This is an optimization exercise on Yosys and OpenROAD, whose aim is small area and a short achievable clock period, not a production implementation. Where RTL was checked, it was by simulation tests only, not by an equivalence proof against the original. Power and IR drop assume default switching activity.

Setup of build 84:
// LU_cache
module LU_cache #(
    parameter CELL_SIZE = 8,
    parameter CELL_COUNT = 128,
    parameter CELL_ADDR_SIZE = 7
)
(
    input clk,
    input reset,
    input [CELL_SIZE - 1:0] data_in,
    input new_data,
    output [CELL_COUNT * CELL_SIZE - 1:0] data_out
);
==> flow/config.mk <==
export PLATFORM = sky130hd
export DESIGN_NAME = LU_cache
export DESIGN_NICKNAME = LU_cache
export VERILOG_FILES = /design/flow/design.v
export SDC_FILE = /design/flow/constraint.sdc
export NUM_CORES = 4
export LEC_CHECK = 0
export CAP_MARGIN = 20
export CORE_MARGIN = 2
export CORE_UTILIZATION = 55
export CTS_BUF_LIST = sky130_fd_sc_hd__clkbuf_8
export CTS_CLUSTER_SIZE = 25
export SETUP_SLACK_MARGIN = 3.6
export SLEW_MARGIN = 20
export SYNTH_HIERARCHICAL = 1
==> flow/constraint.sdc <==
create_clock -name core_clock -period 7.0 [get_ports {clk}]
set_input_delay 1.4000 -clock core_clock [delete_from_list [all_inputs] [get_ports {clk}]]
set_output_delay 1.4000 -clock core_clock [all_outputs]
set_load 0.01 [all_outputs]
standard.sh (not shown) runs the stock make flow with config.mk's settings and CLKGATE_MAP_FILE= SYNTH_SCRIPT=/design/flow/synth_recipe.tcl, a recipe that flattens the netlist after the stock synthesis.
==> flow/flow/run.sh <==
#!/bin/bash
# Standard ORFS layout with these changes:
#  - port buffers are buf_1 instead of the cell buffer_ports picks by default;
#  - the slow AND/OR cells (and*, or*) are added to the don't-use list, so
#    synthesis and repair build logic from NAND/NOR/AOI cells;

set -euo pipefail
DU="sky130_fd_sc_hd__probe_p_8 sky130_fd_sc_hd__probec_p_8 sky130_fd_sc_hd__lpflow_bleeder_1 sky130_fd_sc_hd__lpflow_clkbufkapwr_1 sky130_fd_sc_hd__lpflow_clkbufkapwr_16 sky130_fd_sc_hd__lpflow_clkbufkapwr_2 sky130_fd_sc_hd__lpflow_clkbufkapwr_4 sky130_fd_sc_hd__lpflow_clkbufkapwr_8 sky130_fd_sc_hd__lpflow_clkinvkapwr_1 sky130_fd_sc_hd__lpflow_clkinvkapwr_16 sky130_fd_sc_hd__lpflow_clkinvkapwr_2 sky130_fd_sc_hd__lpflow_clkinvkapwr_4 sky130_fd_sc_hd__lpflow_clkinvkapwr_8 sky130_fd_sc_hd__lpflow_decapkapwr_12 sky130_fd_sc_hd__lpflow_decapkapwr_3 sky130_fd_sc_hd__lpflow_decapkapwr_4 sky130_fd_sc_hd__lpflow_decapkapwr_6 sky130_fd_sc_hd__lpflow_decapkapwr_8 sky130_fd_sc_hd__lpflow_inputiso0n_1 sky130_fd_sc_hd__lpflow_inputiso0p_1 sky130_fd_sc_hd__lpflow_inputiso1n_1 sky130_fd_sc_hd__lpflow_inputiso1p_1 sky130_fd_sc_hd__lpflow_inputisolatch_1 sky130_fd_sc_hd__lpflow_isobufsrc_1 sky130_fd_sc_hd__lpflow_isobufsrc_16 sky130_fd_sc_hd__lpflow_isobufsrc_2 sky130_fd_sc_hd__lpflow_isobufsrc_4 sky130_fd_sc_hd__lpflow_isobufsrc_8 sky130_fd_sc_hd__lpflow_isobufsrckapwr_16 sky130_fd_sc_hd__lpflow_lsbuf_lh_hl_isowell_tap_1 sky130_fd_sc_hd__lpflow_lsbuf_lh_hl_isowell_tap_2 sky130_fd_sc_hd__lpflow_lsbuf_lh_hl_isowell_tap_4 sky130_fd_sc_hd__lpflow_lsbuf_lh_isowell_4 sky130_fd_sc_hd__lpflow_lsbuf_lh_isowell_tap_1 sky130_fd_sc_hd__lpflow_lsbuf_lh_isowell_tap_2 sky130_fd_sc_hd__lpflow_lsbuf_lh_isowell_tap_4"
EX=" sky130_fd_sc_hd__or2_0 sky130_fd_sc_hd__or2_1 sky130_fd_sc_hd__or2_2 sky130_fd_sc_hd__or2_4 sky130_fd_sc_hd__or3_1 sky130_fd_sc_hd__or3_2 sky130_fd_sc_hd__or3_4 sky130_fd_sc_hd__or4_1 sky130_fd_sc_hd__or4_2 sky130_fd_sc_hd__or4_4 sky130_fd_sc_hd__or2b_1 sky130_fd_sc_hd__or2b_2 sky130_fd_sc_hd__or2b_4 sky130_fd_sc_hd__or3b_1 sky130_fd_sc_hd__or3b_2 sky130_fd_sc_hd__or3b_4 sky130_fd_sc_hd__or4b_1 sky130_fd_sc_hd__or4b_2 sky130_fd_sc_hd__or4b_4 sky130_fd_sc_hd__or4bb_1 sky130_fd_sc_hd__or4bb_2 sky130_fd_sc_hd__or4bb_4 sky130_fd_sc_hd__and2_0 sky130_fd_sc_hd__and2_1 sky130_fd_sc_hd__and2_2 sky130_fd_sc_hd__and2_4 sky130_fd_sc_hd__and3_1 sky130_fd_sc_hd__and3_2 sky130_fd_sc_hd__and3_4 sky130_fd_sc_hd__and4_1 sky130_fd_sc_hd__and4_2 sky130_fd_sc_hd__and4_4 sky130_fd_sc_hd__and2b_1 sky130_fd_sc_hd__and2b_2 sky130_fd_sc_hd__and2b_4 sky130_fd_sc_hd__and3b_1 sky130_fd_sc_hd__and3b_2 sky130_fd_sc_hd__and3b_4 sky130_fd_sc_hd__and4b_1 sky130_fd_sc_hd__and4b_2 sky130_fd_sc_hd__and4b_4 sky130_fd_sc_hd__and4bb_1 sky130_fd_sc_hd__and4bb_2 sky130_fd_sc_hd__and4bb_4"
bash standard.sh "BUFFER_PORTS_ARGS=-buffer_cell sky130_fd_sc_hd__buf_1" "DONT_USE_CELLS=$DU $EX" finish > layout.log 2>&1
Build 84 reached the final stage; the timing, DRC and antenna checks on its layout passed.
For build 54, these inputs were changed with respect to build 84:
# build 84
export LEC_CHECK = 0
export CAP_MARGIN = 20
export CORE_MARGIN = 2
export CORE_UTILIZATION = 55
export CTS_BUF_LIST = sky130_fd_sc_hd__clkbuf_8
export CTS_CLUSTER_SIZE = 25
export SETUP_SLACK_MARGIN = 3.6
export SLEW_MARGIN = 20
export SYNTH_HIERARCHICAL = 1
create_clock -name core_clock -period 7.0 [get_ports {clk}]
# build 54
export LEC_CHECK = 0
export CAP_MARGIN = 20
export CORE_MARGIN = 2
export CORE_UTILIZATION = 55
export CTS_CLUSTER_DIAMETER = 100
export CTS_CLUSTER_SIZE = 20
export SETUP_SLACK_MARGIN = 3.0
export SLEW_MARGIN = 20
export SYNTH_HIERARCHICAL = 1
create_clock -name core_clock -period 7.0 [get_ports {clk}]
==> run notes <==
- Comparing build 54 and build 84, the lower largest fanout on the critical path is on build 84.
- Power: build 54 draws less than build 84
- Going from build 84 to build 54, the routed via count was found to have gone down by 2,110.
- The higher clock latency on the worst-skew pair of build 54 and build 84 is in build 84.
Here is what was changed in the inputs of build 83 compared with build 54.
# build 54
export LEC_CHECK = 0
export CAP_MARGIN = 20
export CORE_MARGIN = 2
export CORE_UTILIZATION = 55
export CTS_CLUSTER_DIAMETER = 100
export CTS_CLUSTER_SIZE = 20
export SETUP_SLACK_MARGIN = 3.0
export SLEW_MARGIN = 20
export SYNTH_HIERARCHICAL = 1
create_clock -name core_clock -period 7.0 [get_ports {clk}]
# build 83
export LEC_CHECK = 0
export CAP_MARGIN = 20
export CORE_MARGIN = 2
export CORE_UTILIZATION = 55
export SETUP_SLACK_MARGIN = 3.6
export SLEW_MARGIN = 20
export SYNTH_HIERARCHICAL = 1
create_clock -name core_clock -period 7.0 [get_ports {clk}]
Results
On cell count after placement, build 54 tracks build 83 almost exactly.
[compare] base=build 54 new=build 83: delay of the slowest cell on the worst path fell by 0.08 ns; source-to-sink clock delay at the later pin of the worst-skew pair dropped 0.02 ns.
Taking build 54 as the reference, in build 83 maximum vdd drop up 64 uV, fraction of power consumed by the clock network up 8.7 points, number of levels the H-tree was split into up 1.
Build 83 ends up with lower number of iterations in the first detailed-routing pass than build 54 does.
Delta (build 83 minus build 54): total clock buffers created by CTS now sits higher; number of signal-net buffers in the layout now sits higher; number of multi-input combinational cells in the layout now sits higher.
Modified inputs, build 62 compared to build 83
# build 83
export LEC_CHECK = 0
export CAP_MARGIN = 20
export CORE_MARGIN = 2
export CORE_UTILIZATION = 55
export SETUP_SLACK_MARGIN = 3.6
export SLEW_MARGIN = 20
export SYNTH_HIERARCHICAL = 1
create_clock -name core_clock -period 7.0 [get_ports {clk}]
# build 62
export LEC_CHECK = 0
export CAP_MARGIN = 20
export CORE_MARGIN = 2
export CORE_UTILIZATION = 55
export SETUP_SLACK_MARGIN = 3.0
export SLEW_MARGIN = 20
export SYNTH_HIERARCHICAL = 1
create_clock -name core_clock -period 7.0 [get_ports {clk}]
Build 62 went all the way through synthesis, placement and routing and the layout is clean on timing, DRC and antenna.
Build 62 vs. build 83: worst setup slack fell 0.19 ns; gate count after technology mapping essentially unchanged; total negative setup slack saw little to no change.
Between build 83 and build 62, layout overhead on the synthesized area decreased.
Initial antenna violation count (lower): build 83
Compared with build 83, build 62 shows total power consumption of the routed design that has gone down by a little under 10%.
Going from build 83 to build 62, first-pass GRT wire length now smaller; sequential share of cell area now larger; layout cell share with drive strength beyond 1 now smaller.
No functional check of the RTL was part of any run of this note.

* * *

== run A ==
Another version of the RTL of LU_cache (not shown whole).
Size: roughly 1,000 I/O pins.
## LU_cache
module LU_cache #(
    parameter CELL_SIZE = 8,
    parameter CELL_COUNT = 128,
    parameter CELL_ADDR_SIZE = 7
)
(
    input clk,
    input reset,
    input [CELL_SIZE - 1:0] data_in,
    input new_data,
    output [CELL_COUNT * CELL_SIZE - 1:0] data_out
);
clock: 7.0 ns
lec_check: 0
cap_margin: 20
core_margin: 2
core_utilization: 55
cts_cluster_diameter: 100
cts_cluster_size: 20
setup_slack_margin: 3.4
slew_margin: 20
synth_hierarchical: 1
Scripts as last shown in full above: flow/flow/run.sh
diff inputs: run A => run B
Settings: swapping 3.4 for 3.0 in SETUP_SLACK_MARGIN.
--- outcome ---
Apart from run B, each of run B and run A ends the flow with a layout that passes the timing, DRC and antenna checks. Number of optimization iterations in the first detailed-route pass, run B and run A: lower on run A. Run B and run A ended up with nearly the same placed standard-cell area. Looking at buffers inserted during post-CTS setup optimization, run B sits 65 lower than run A does.
What run C does differently from run B at the input level:
Settings: SETUP_SLACK_MARGIN: 3.0 -> 3.2; CTS_CLUSTER_SIZE: 20 -> 25; CTS_CLUSTER_DIAMETER: 100 -> 120.
Findings:
- Of run B and run C, only run B fails to reach the end of the flow.
- Run B | ERROR | final report (6_report)
- Post-synthesis cell count essentially unchanged between run C and run B.
- [compare] base=run B new=run C: worst setup timing slack at the placement stage +0.082 ns; global-route usage +1.0 points; number of setup buffers added after CTS +16.
- As far as area after synthesis goes, run C and run B are indistinguishable; the numbers are identical.
- Sort run B and run C by initial DRC count desc -> top: run C
diff inputs: run C => run D
Settings: a change of SETUP_SLACK_MARGIN from 3.2 to 3.4.
[summary]
Sort run D and run C by total routed wirelength, ascending, and run C comes first. Delta (run D minus run C): setup slack rose by 0.011 ns; overall global routing resource usage has increased; final area higher.

[port drivers added, routing unchanged]
Ports are ideal in the flow. The routed layouts listed here were re-timed in OpenROAD.
Step 1, drivers: a clkbuf_16 drives clk and a buf_2 each remaining input, both assumed.
Step 2 moves the port delays by t, midway between the first and last clock arrival at a register: inputs arrive t later, outputs are due t later. That takes back most of the time a late clock gives input paths.
Three values: ideal ports, drivers, drivers and shift; two values: the first two.
| run | t, ns | setup WS [ns] | worst setup path after step 2 | cell pins on the clock port's net |
|---|---|---|---|---|
| build 84 | 0.917 | 3.347 / 3.130 / 2.213 | input to register | 1 |
| build 54 | 0.776 | 3.054 / 2.816 / 2.040 | input to register | 1 |
| build 83 | 0.771 | 3.209 / 2.996 / 2.225 | input to register | 1 |
| build 62 | 0.774 | 3.018 / 2.813 / 2.039 | input to register | 1 |
| run A | 0.748 | 3.256 / 3.036 / 2.288 | input to register | 1 |
| run C | 0.720 | 3.263 / 3.000 / 2.281 | input to register | 1 |
| run D | 0.714 | 3.275 / 3.030 / 2.315 | input to register | 1 |
After both steps every run listed still meets setup and hold. For build 84, which loses most, drivers alone change the setup slack by -0.217 ns; drivers and shift together by -1.134 ns.
